From an optimization exercise on the open Yosys and OpenROAD flow, aimed at small area, a short achievable clock period and few clock cycles per item; shortcuts taken in it are not production practice. Where RTL was checked, it was by simulation tests only, not by an equivalence proof against the original. Power is estimated from default activity; no workload was simulated.

==> flow/design.v (excerpt) <==
module mod_exponent #(parameter WIDTH = 64) (
    input wire clk_in,
    input wire rst_in,
    input wire [WIDTH-1:0] base,
    input wire [WIDTH-1:0] exponent,
    input wire [WIDTH-1:0] modulo,
    input wire [WIDTH-1:0] inv_modulo,
    input wire [WIDTH:0] R,
    input wire [WIDTH-1:0] start_product,
    input wire valid_in,
    input wire ready_in,
    output logic [WIDTH-1:0] c_out,
    output logic valid_out,
    output logic busy_out
    );
Size in the first run: about 1,900 cells after synthesis, roughly 230 flip-flops, ~460 I/O pins, ~19,000 um2 of cells after synthesis.
==> module mod_exponent, before the edit <==
module mod_exponent #(parameter WIDTH = 64) (
    input wire clk_in,
    input wire rst_in,
    input wire [WIDTH-1:0] base,
    input wire [WIDTH-1:0] exponent,
    input wire [WIDTH-1:0] modulo,
    input wire [WIDTH-1:0] inv_modulo,
    input wire [WIDTH:0] R,
    input wire [WIDTH-1:0] start_product,
    input wire valid_in,
    input wire ready_in,
    output logic [WIDTH-1:0] c_out,
    output logic valid_out,
    output logic busy_out
    );
    localparam ST_IDLE = 3'd0, ST_SCAN = 3'd1, ST_ITER = 3'd2, ST_SETTLE = 3'd3,
               ST_FIX = 3'd4, ST_DONE = 3'd5, ST_SUB = 3'd6;
    localparam OP_SQ = 2'd0, OP_MUL = 2'd1, OP_CONV = 2'd2;
    logic [2:0] state, state_n;
    logic [1:0] op, op_n;
    logic [WIDTH-1:0] acc;
    logic n1_r;                  
    logic [7:0] bgrp;            
    logic [WIDTH:0] s_r, c_r;
    logic e_r;
    logic [1:0] a_r;
    logic [4:0] cnt;
    logic [6:0] idx, idx_n;      
    logic [7:0] grp;             
    logic scan_wait;             
    logic iter_r, sub_r;         
    logic [WIDTH:0] s_nx, c_nx;
    logic e_nx;
    multiplier #(.WIDTH(WIDTH)) step (
        .s_in(s_r), .c_in(c_r), .e_in(e_r), .a_in(a_r), .b_in(acc), .n_in(modulo),
        .n1_in(n1_r), .iter(iter_r), .sub(sub_r),
        .s_out(s_nx), .c_out(c_nx), .e_out(e_nx));
    logic [2:0] top_pos;
    mont_reduction lead (.x(grp), .pos(top_pos));
    assign c_out = acc;
    wire settled = (c_r == '0) && !e_r;
    wire ebit = grp[idx[2:0]];
    wire need_sub = s_r[WIDTH];
    wire [4:0] cnt1 = cnt + 5'd1;
    wire [4:0] cnt2 = cnt + 5'd2;
    logic ld_acc, ld_base, clr, set_one;
    logic [1:0] a_n;
    always_comb begin
        state_n = state;
        op_n = op;
        idx_n = idx;
        ld_acc = 1'b0;       
        ld_base = 1'b0;      
        clr = 1'b0;          
        set_one = 1'b0;      
        a_n = 2'b00;
        case (op)
            OP_SQ:   a_n = acc[{cnt1, 1'b0} +: 2];
            OP_MUL:  a_n = bgrp[{cnt1[1:0], 1'b0} +: 2];
            default: a_n = 2'b00;
        endcase
        if (state != ST_ITER || cnt == 5'd31) a_n = 2'b00;
        case (state)
            ST_IDLE: begin
                idx_n = 7'd63;
                if (valid_in) state_n = ST_SCAN;
            end
            ST_SCAN: begin
                ld_base = 1'b1;
                clr = 1'b1;
                if (scan_wait) begin
                end else if (grp != 8'd0) begin
                    idx_n = {1'b0, idx[5:3], top_pos} - 7'd1;
                    state_n = ST_ITER;
                    if (idx[5:3] == 3'd0 && top_pos == 3'd0) begin
                        op_n = OP_CONV;
                        a_n = 2'b01;
                    end else begin
                        op_n = OP_SQ;
                        a_n = base[1:0];
                    end
                end else if (idx[5:3] == 3'd0) begin
                    op_n = OP_CONV;
                    set_one = 1'b1;
                    state_n = ST_SETTLE;
                end else begin
                    idx_n = idx - 7'd8;
                end
            end
            ST_ITER: begin
                if (cnt == 5'd31) state_n = ST_SETTLE;
            end
            ST_SETTLE: begin
                if (settled && need_sub) begin
                    state_n = ST_SUB;
                end else if (settled) begin
                    ld_acc = 1'b1;
                    if (op == OP_CONV) begin
                        state_n = ST_SUB;
                    end else begin
                        clr = 1'b1;
                        state_n = ST_ITER;
                        if (op == OP_SQ && ebit) begin
                            op_n = OP_MUL;
                            a_n = bgrp[1:0];
                        end else if (idx[5:0] == 6'd0) begin
                            op_n = OP_CONV;
                            a_n = 2'b01;
                        end else begin
                            idx_n = idx - 7'd1;
                            op_n = OP_SQ;
                            a_n = s_r[1:0];
                        end
                    end
                end
            end
            ST_SUB: state_n = (op == OP_CONV) ? ST_FIX : ST_SETTLE;
            ST_FIX: begin
                if (settled) begin
                    ld_acc = !s_r[WIDTH];
                    state_n = ST_DONE;
                end
            end
            ST_DONE: if (ready_in) state_n = ST_IDLE;
            default: state_n = ST_IDLE;
        endcase
        if (rst_in) state_n = ST_IDLE;
    end
    always_ff @(posedge clk_in) begin
        n1_r <= modulo[1];
        bgrp <= base[{(state == ST_ITER) ? cnt2[4:2] : 3'd0, 3'b000} +: 8];
        grp <= exponent[{idx[5:3], 3'b000} +: 8];
        scan_wait <= (state == ST_IDLE) || ((state == ST_SCAN) && !scan_wait);
        idx <= idx_n;
        state <= state_n;
        op <= op_n;
        iter_r <= state_n == ST_ITER;
        sub_r <= state_n == ST_SUB;
        a_r <= a_n;
        cnt <= (state == ST_ITER) ? cnt1 : 5'd0;
        if (clr || set_one) begin
            s_r <= {{WIDTH{1'b0}}, set_one};
            c_r <= '0;
            e_r <= 1'b0;
        end else begin
            s_r <= s_nx;
            c_r <= c_nx;
            e_r <= e_nx;
        end
        if (ld_base) acc <= base;
        else if (ld_acc) acc <= s_r[WIDTH-1:0];
        if (rst_in) begin
            busy_out <= 1'b0;
            valid_out <= 1'b0;
        end else begin
            if (state == ST_IDLE && valid_in) busy_out <= 1'b1;
            if (state == ST_FIX && settled) begin
                busy_out <= 1'b0;
                valid_out <= 1'b1;
            end
            if (state == ST_DONE && ready_in) valid_out <= 1'b0;
        end
    end
endmodule
clock: 10.0 ns
lec_check: 0
cap_margin: 20
core_margin: 2
core_utilization: 55
cts_buf_list: sky130_fd_sc_hd__clkbuf_16
cts_cluster_diameter: 70
cts_cluster_size: 28
place_density: 0.65
slew_margin: 20
standard.sh (not shown) runs the stock make flow with config.mk's settings and CLKGATE_MAP_FILE= SYNTH_SCRIPT=/design/flow/synth_recipe.tcl, a recipe that flattens the netlist after the stock synthesis.
==> flow/flow/run.sh <==
#!/bin/bash
# Standard layout, with timing repair aiming well below the clock period so
# the resizer works on the paths that set the achieved period, and small
# port buffers (every port still gets one).
set -euo pipefail
export SETUP_SLACK_MARGIN=6.7
export BUFFER_PORTS_ARGS="-buffer_cell sky130_fd_sc_hd__buf_1"
bash standard.sh > standard.log 2>&1
The first run went through all stages and came out clean.
Testbench counts at the start, summed over its fixed seeds: cycles 63,316, items 32.
Then changed:
--- a/flow/design.v
+++ b/flow/design.v
@@ -93,6 +93,7 @@
     logic [7:0] grp;             
     logic scan_wait;             
     logic iter_r, sub_r;         
+    logic subbed;                
     logic [WIDTH:0] s_nx, c_nx;
     logic e_nx;
     multiplier #(.WIDTH(WIDTH)) step (
@@ -157,6 +158,8 @@
             ST_SETTLE: begin
                 if (settled && need_sub) begin
                     state_n = ST_SUB;
+                end else if (!settled && !subbed && (s_r[WIDTH] || c_r[WIDTH])) begin
+                    state_n = ST_SUB;
                 end else if (settled) begin
                     ld_acc = 1'b1;
                     if (op == OP_CONV) begin
@@ -200,6 +203,8 @@
         op <= op_n;
         iter_r <= state_n == ST_ITER;
         sub_r <= state_n == ST_SUB;
+        if (state == ST_SUB) subbed <= 1'b1;
+        else if (state == ST_ITER) subbed <= 1'b0;
         a_r <= a_n;
         cnt <= (state == ST_ITER) ? cnt1 : 5'd0;
         if (clr || set_one) begin
- The changed run completed without violations
- global-route usage goes up by 1.0 points
- cell area is higher by 1.5%
- wire length is higher by 6.4%
- utilization climbs by 0.77 points
- worst hold slack improves by 0.038 ns
- non-clock buffer count rose by 6
- register-to-register slack gets worse by 0.08 ns
- area after synthesis rises by 0.45%
- setup slack got worse by 0.074 ns
- power shrinks by 12%
- critical path depth goes up by 5
- maximum frequency is lower by 2.2%
Only the layout flow was run in the second run of this note; the RTL was not checked for function there.

before:
Starting RTL as in the previous note.
export LEC_CHECK = 0
export CAP_MARGIN = 20
export CORE_MARGIN = 2
export CORE_UTILIZATION = 55
export PLACE_DENSITY = 0.65
export SLEW_MARGIN = 20
create_clock -name core_clock -period 10.0 [get_ports {clk_in}]
Scripts as last shown in full above: flow/flow/run.sh
Testbench counts of before, summed over its fixed seeds: cycles 63,316, items 32.
The inputs of after differ from those of before as listed below.
--- a/flow/design.v
+++ b/flow/design.v
@@ -94,8 +94,15 @@
     logic scan_wait;             
     logic iter_r, sub_r;         
+    logic subbed;                
+    logic first_r, one_r;
+    logic [WIDTH:0] s_g, c_g;
+    logic e_g;
+    assign s_g = first_r ? '0 : s_r;
+    assign c_g = first_r ? '0 : c_r;
+    assign e_g = first_r ? one_r : e_r;
     logic [WIDTH:0] s_nx, c_nx;
     logic e_nx;
     multiplier #(.WIDTH(WIDTH)) step (
-        .s_in(s_r), .c_in(c_r), .e_in(e_r), .a_in(a_r), .b_in(acc), .n_in(modulo),
+        .s_in(s_g), .c_in(c_g), .e_in(e_g), .a_in(a_r), .b_in(acc), .n_in(modulo),
         .n1_in(n1_r), .iter(iter_r), .sub(sub_r),
         .s_out(s_nx), .c_out(c_nx), .e_out(e_nx));
@@ -103,5 +110,5 @@
     mont_reduction lead (.x(grp), .pos(top_pos));
     assign c_out = acc;
-    wire settled = (c_r == '0) && !e_r;
+    wire settled = !first_r && (c_r == '0) && !e_r;
     wire ebit = grp[idx[2:0]];
     wire need_sub = s_r[WIDTH];
@@ -158,4 +165,6 @@
                 if (settled && need_sub) begin
                     state_n = ST_SUB;
+                end else if (!settled && !first_r && !subbed && (s_r[WIDTH] || c_r[WIDTH])) begin
+                    state_n = ST_SUB;
                 end else if (settled) begin
                     ld_acc = 1'b1;
@@ -201,15 +210,13 @@
         iter_r <= state_n == ST_ITER;
         sub_r <= state_n == ST_SUB;
+        if (state == ST_SUB) subbed <= 1'b1;
+        else if (state == ST_ITER) subbed <= 1'b0;
         a_r <= a_n;
         cnt <= (state == ST_ITER) ? cnt1 : 5'd0;
-        if (clr || set_one) begin
-            s_r <= {{WIDTH{1'b0}}, set_one};
-            c_r <= '0;
-            e_r <= 1'b0;
-        end else begin
-            s_r <= s_nx;
-            c_r <= c_nx;
-            e_r <= e_nx;
-        end
+        s_r <= s_nx;
+        c_r <= c_nx;
+        e_r <= e_nx;
+        first_r <= clr || set_one;
+        one_r <= set_one;
         if (ld_base) acc <= base;
         else if (ld_acc) acc <= s_r[WIDTH-1:0];
### Flow results
- [compare] base=before new=after: detailed-route via count shows an increase of 528; final standard cell area without fillers climbed 1400 um2; number of gates on the worst path with buffers counted climbed 3; proportion of cell area occupied by multi-input gates has increased.
- Summary: with before as the reference, number of ordinary and repair buffers in the finished layout in after moved up by a few percent.
- Area growth from synthesis to final layout (after over before): increase, 2.9 points
- Cmp after vs before: portion of total power attributed to combinational logic lower in after
- after vs. before: sequential share of layout area went down by 1.2 points.
- after vs before, full die area went up by about 3.6%.
- Sort before and after by power per unit of standard cell area, ascending, and after comes first.
- For the worst hold slack across all endpoints, after came in 22 ps higher than before did.
- Compared with before, final wirelength in after increased by a little under 10%.
Function not checked in after: the RTL went through the layout flow alone.

mod_exponent, a different RTL version from the one above (not shown whole).
For scale: about 1900 cells after synthesis, about 300 flip-flops, roughly 460 I/O pins, ~21000 um2 of cells after synthesis.
==> module mod_exponent, before the edit <==
module mod_exponent #(parameter WIDTH = 64) (
    input wire clk_in,
    input wire rst_in,
    input wire [WIDTH-1:0] base,
    input wire [WIDTH-1:0] exponent,
    input wire [WIDTH-1:0] modulo,
    input wire [WIDTH-1:0] inv_modulo,
    input wire [WIDTH:0] R,
    input wire [WIDTH-1:0] start_product,
    input wire valid_in,
    input wire ready_in,
    output logic [WIDTH-1:0] c_out,
    output logic valid_out,
    output logic busy_out
    );
    localparam ST_IDLE = 3'd0, ST_SCAN = 3'd1, ST_ITER = 3'd2, ST_SETTLE = 3'd3,
               ST_FIX = 3'd4, ST_DONE = 3'd5, ST_SUB = 3'd6;
    localparam OP_SQ = 2'd0, OP_MUL = 2'd1, OP_CONV = 2'd2;
    logic [2:0] state, state_n;
    logic [1:0] op, op_n;
    logic [WIDTH-1:0] acc, n_r;
    logic [7:0] bgrp;            
    logic [WIDTH+1:0] s_r, c_r;
    logic e_r;
    logic [1:0] a_r;
    logic [4:0] cnt;
    logic [6:0] idx, idx_n;      
    logic [7:0] grp;             
    logic iter_r, sub_r;         
    logic [WIDTH+1:0] s_nx, c_nx;
    logic e_nx;
    multiplier #(.WIDTH(WIDTH)) step (
        .s_in(s_r), .c_in(c_r), .e_in(e_r), .a_in(a_r), .b_in(acc), .n_in(n_r),
        .n1_in(n_r[1]), .iter(iter_r), .sub(sub_r),
        .s_out(s_nx), .c_out(c_nx), .e_out(e_nx));
    logic [2:0] top_pos;
    mont_reduction lead (.x(grp), .pos(top_pos));
    assign c_out = acc;
    wire settled = (c_r == '0) && !e_r;
    wire ebit = grp[idx[2:0]];
    wire need_sub = s_r[WIDTH];
    wire [4:0] cnt1 = cnt + 5'd1;
    wire [4:0] cnt2 = cnt + 5'd2;
    logic ld_acc, ld_base, clr, set_one;
    logic [1:0] a_n;
    always_comb begin
        state_n = state;
        op_n = op;
        idx_n = idx;
        ld_acc = 1'b0;       
        ld_base = 1'b0;      
        clr = 1'b0;          
        set_one = 1'b0;      
        a_n = 2'b00;
        case (op)
            OP_SQ:   a_n = acc[{cnt1, 1'b0} +: 2];
            OP_MUL:  a_n = bgrp[{cnt1[1:0], 1'b0} +: 2];
            default: a_n = 2'b00;
        endcase
        if (state != ST_ITER || cnt == 5'd31) a_n = 2'b00;
        case (state)
            ST_IDLE: begin
                idx_n = 7'd63;
                if (valid_in) state_n = ST_SCAN;
            end
            ST_SCAN: begin
                ld_base = 1'b1;
                clr = 1'b1;
                if (grp != 8'd0) begin
                    idx_n = {1'b0, idx[5:3], top_pos} - 7'd1;
                    state_n = ST_ITER;
                    if (idx[5:3] == 3'd0 && top_pos == 3'd0) begin
                        op_n = OP_CONV;
                        a_n = 2'b01;
                    end else begin
                        op_n = OP_SQ;
                        a_n = base[1:0];
                    end
                end else if (idx[5:3] == 3'd0) begin
                    op_n = OP_CONV;
                    set_one = 1'b1;
                    state_n = ST_SETTLE;
                end else begin
                    idx_n = idx - 7'd8;
                end
            end
            ST_ITER: begin
                if (cnt == 5'd31) state_n = ST_SETTLE;
            end
            ST_SETTLE: begin
                if (settled && need_sub) begin
                    state_n = ST_SUB;
                end else if (settled) begin
                    ld_acc = 1'b1;
                    if (op == OP_CONV) begin
                        state_n = ST_SUB;
                    end else begin
                        clr = 1'b1;
                        state_n = ST_ITER;
                        if (op == OP_SQ && ebit) begin
                            op_n = OP_MUL;
                            a_n = bgrp[1:0];
                        end else if (idx[5:0] == 6'd0) begin
                            op_n = OP_CONV;
                            a_n = 2'b01;
                        end else begin
                            idx_n = idx - 7'd1;
                            op_n = OP_SQ;
                            a_n = s_r[1:0];
                        end
                    end
                end
            end
            ST_SUB: state_n = (op == OP_CONV) ? ST_FIX : ST_SETTLE;
            ST_FIX: begin
                if (settled) begin
                    ld_acc = !s_r[WIDTH+1];
                    state_n = ST_DONE;
                end
            end
            ST_DONE: if (ready_in) state_n = ST_IDLE;
            default: state_n = ST_IDLE;
        endcase
        if (rst_in) state_n = ST_IDLE;
    end
    always_ff @(posedge clk_in) begin
        n_r <= modulo;
        bgrp <= base[{(state == ST_ITER) ? cnt2[4:2] : 3'd0, 3'b000} +: 8];
        grp <= exponent[{idx_n[5:3], 3'b000} +: 8];
        idx <= idx_n;
        state <= state_n;
        op <= op_n;
        iter_r <= state_n == ST_ITER;
        sub_r <= state_n == ST_SUB;
        a_r <= a_n;
        cnt <= (state == ST_ITER) ? cnt1 : 5'd0;
        if (clr || set_one) begin
            s_r <= {{(WIDTH+1){1'b0}}, set_one};
            c_r <= '0;
            e_r <= 1'b0;
        end else begin
            s_r <= s_nx;
            c_r <= c_nx;
            e_r <= e_nx;
        end
        if (ld_base) acc <= base;
        else if (ld_acc) acc <= s_r[WIDTH-1:0];
        if (rst_in) begin
            busy_out <= 1'b0;
            valid_out <= 1'b0;
        end else begin
            if (state == ST_IDLE && valid_in) busy_out <= 1'b1;
            if (state == ST_FIX && settled) begin
                busy_out <= 1'b0;
                valid_out <= 1'b1;
            end
            if (state == ST_DONE && ready_in) valid_out <= 1'b0;
        end
    end
endmodule
clock: 10.0 ns
lec_check: 0
cap_margin: 20
core_margin: 2
core_utilization: 30
place_density: 0.4
slew_margin: 20
==> flow/flow/run.sh <==
#!/bin/bash
# Standard layout, with timing repair aiming well below the clock period so
# the resizer works on the paths that set the achieved period.
set -euo pipefail
export SETUP_SLACK_MARGIN=6.7
bash standard.sh > standard.log 2>&1
Testbench counts at the start, summed over its fixed seeds: cycles 63,204, items 32.
Next try:
--- a/flow/design.v
+++ b/flow/design.v
@@ -80,11 +80,12 @@
     localparam ST_IDLE = 3'd0, ST_SCAN = 3'd1, ST_ITER = 3'd2, ST_SETTLE = 3'd3,
                ST_FIX = 3'd4, ST_DONE = 3'd5, ST_SUB = 3'd6;
     localparam OP_SQ = 2'd0, OP_MUL = 2'd1, OP_CONV = 2'd2;
     logic [2:0] state, state_n;
     logic [1:0] op, op_n;
-    logic [WIDTH-1:0] acc, n_r;
+    logic [WIDTH-1:0] acc;
+    logic n1_r;                  
     logic [7:0] bgrp;            
     logic [WIDTH+1:0] s_r, c_r;
     logic e_r;
     logic [1:0] a_r;
     logic [4:0] cnt;
@@ -92,12 +93,12 @@
     logic [7:0] grp;             
     logic iter_r, sub_r;         
     logic [WIDTH+1:0] s_nx, c_nx;
     logic e_nx;
     multiplier #(.WIDTH(WIDTH)) step (
-        .s_in(s_r), .c_in(c_r), .e_in(e_r), .a_in(a_r), .b_in(acc), .n_in(n_r),
-        .n1_in(n_r[1]), .iter(iter_r), .sub(sub_r),
+        .s_in(s_r), .c_in(c_r), .e_in(e_r), .a_in(a_r), .b_in(acc), .n_in(modulo),
+        .n1_in(n1_r), .iter(iter_r), .sub(sub_r),
         .s_out(s_nx), .c_out(c_nx), .e_out(e_nx));
     logic [2:0] top_pos;
     mont_reduction lead (.x(grp), .pos(top_pos));
     assign c_out = acc;
     wire settled = (c_r == '0) && !e_r;
@@ -186,11 +187,11 @@
             default: state_n = ST_IDLE;
         endcase
         if (rst_in) state_n = ST_IDLE;
     end
     always_ff @(posedge clk_in) begin
-        n_r <= modulo;
+        n1_r <= modulo[1];
         bgrp <= base[{(state == ST_ITER) ? cnt2[4:2] : 3'd0, 3'b000} +: 8];
         grp <= exponent[{idx_n[5:3], 3'b000} +: 8];
         idx <= idx_n;
         state <= state_n;
         op <= op_n;
What happened: Synthesized area decreases by 4.6%; die area decreases by 4.6%; first-iteration DRC count increases by 38%; sequential power decreases by 15%; sequential cell count decreases by 63; non-clock buffer count increases by 29; hold slack barely changes; final cell count barely changes; utilization increases by 2.2 points; global-route usage increases by 2.0 points.
No functional check of the RTL was part of the second run of this note.

## port drivers added, routing unchanged
The flow's constraints put no driver on any port. The routed layouts listed below were extracted and timed again, unchanged, in two steps.
Step 1, drivers: a clkbuf_16 drives clk_in and a buf_2 each remaining input, both assumed.
Step 2 moves the port delays by t, midway between the first and last clock arrival at a register: inputs arrive t later, outputs are due t later. That takes back most of the time a late clock gives input paths.
a / b / c = ideal / step 1 / step 2; a / b = the first two.
run | t (ns) | slack for setup (ns) | slew at the worst register clock pin (ns)
the first run of note 1 | 0.579 | 6.763 / 6.711 / 6.218 | 0.10 / 0.10
the second run of note 1 | 0.560 | 6.689 / 6.689 / 6.202 | 0.09 / 0.09
before | 0.595 | 6.687 / 6.685 / 6.176 | 0.06 / 0.06
after | 0.589 | 6.451 / 6.451 / 6.068 | 0.06 / 0.06
the first run of note 3 | 0.627 | 6.636 / 6.574 / 6.489 | 0.06 / 0.06
the second run of note 3 | 0.596 | 6.635 / 6.612 / 6.101 | 0.06 / 0.06
After both steps setup and hold are still met in every run listed. The setup slack of the first run of note 1, which loses most, moves by -0.052 ns with the drivers and by -0.545 ns with both steps.
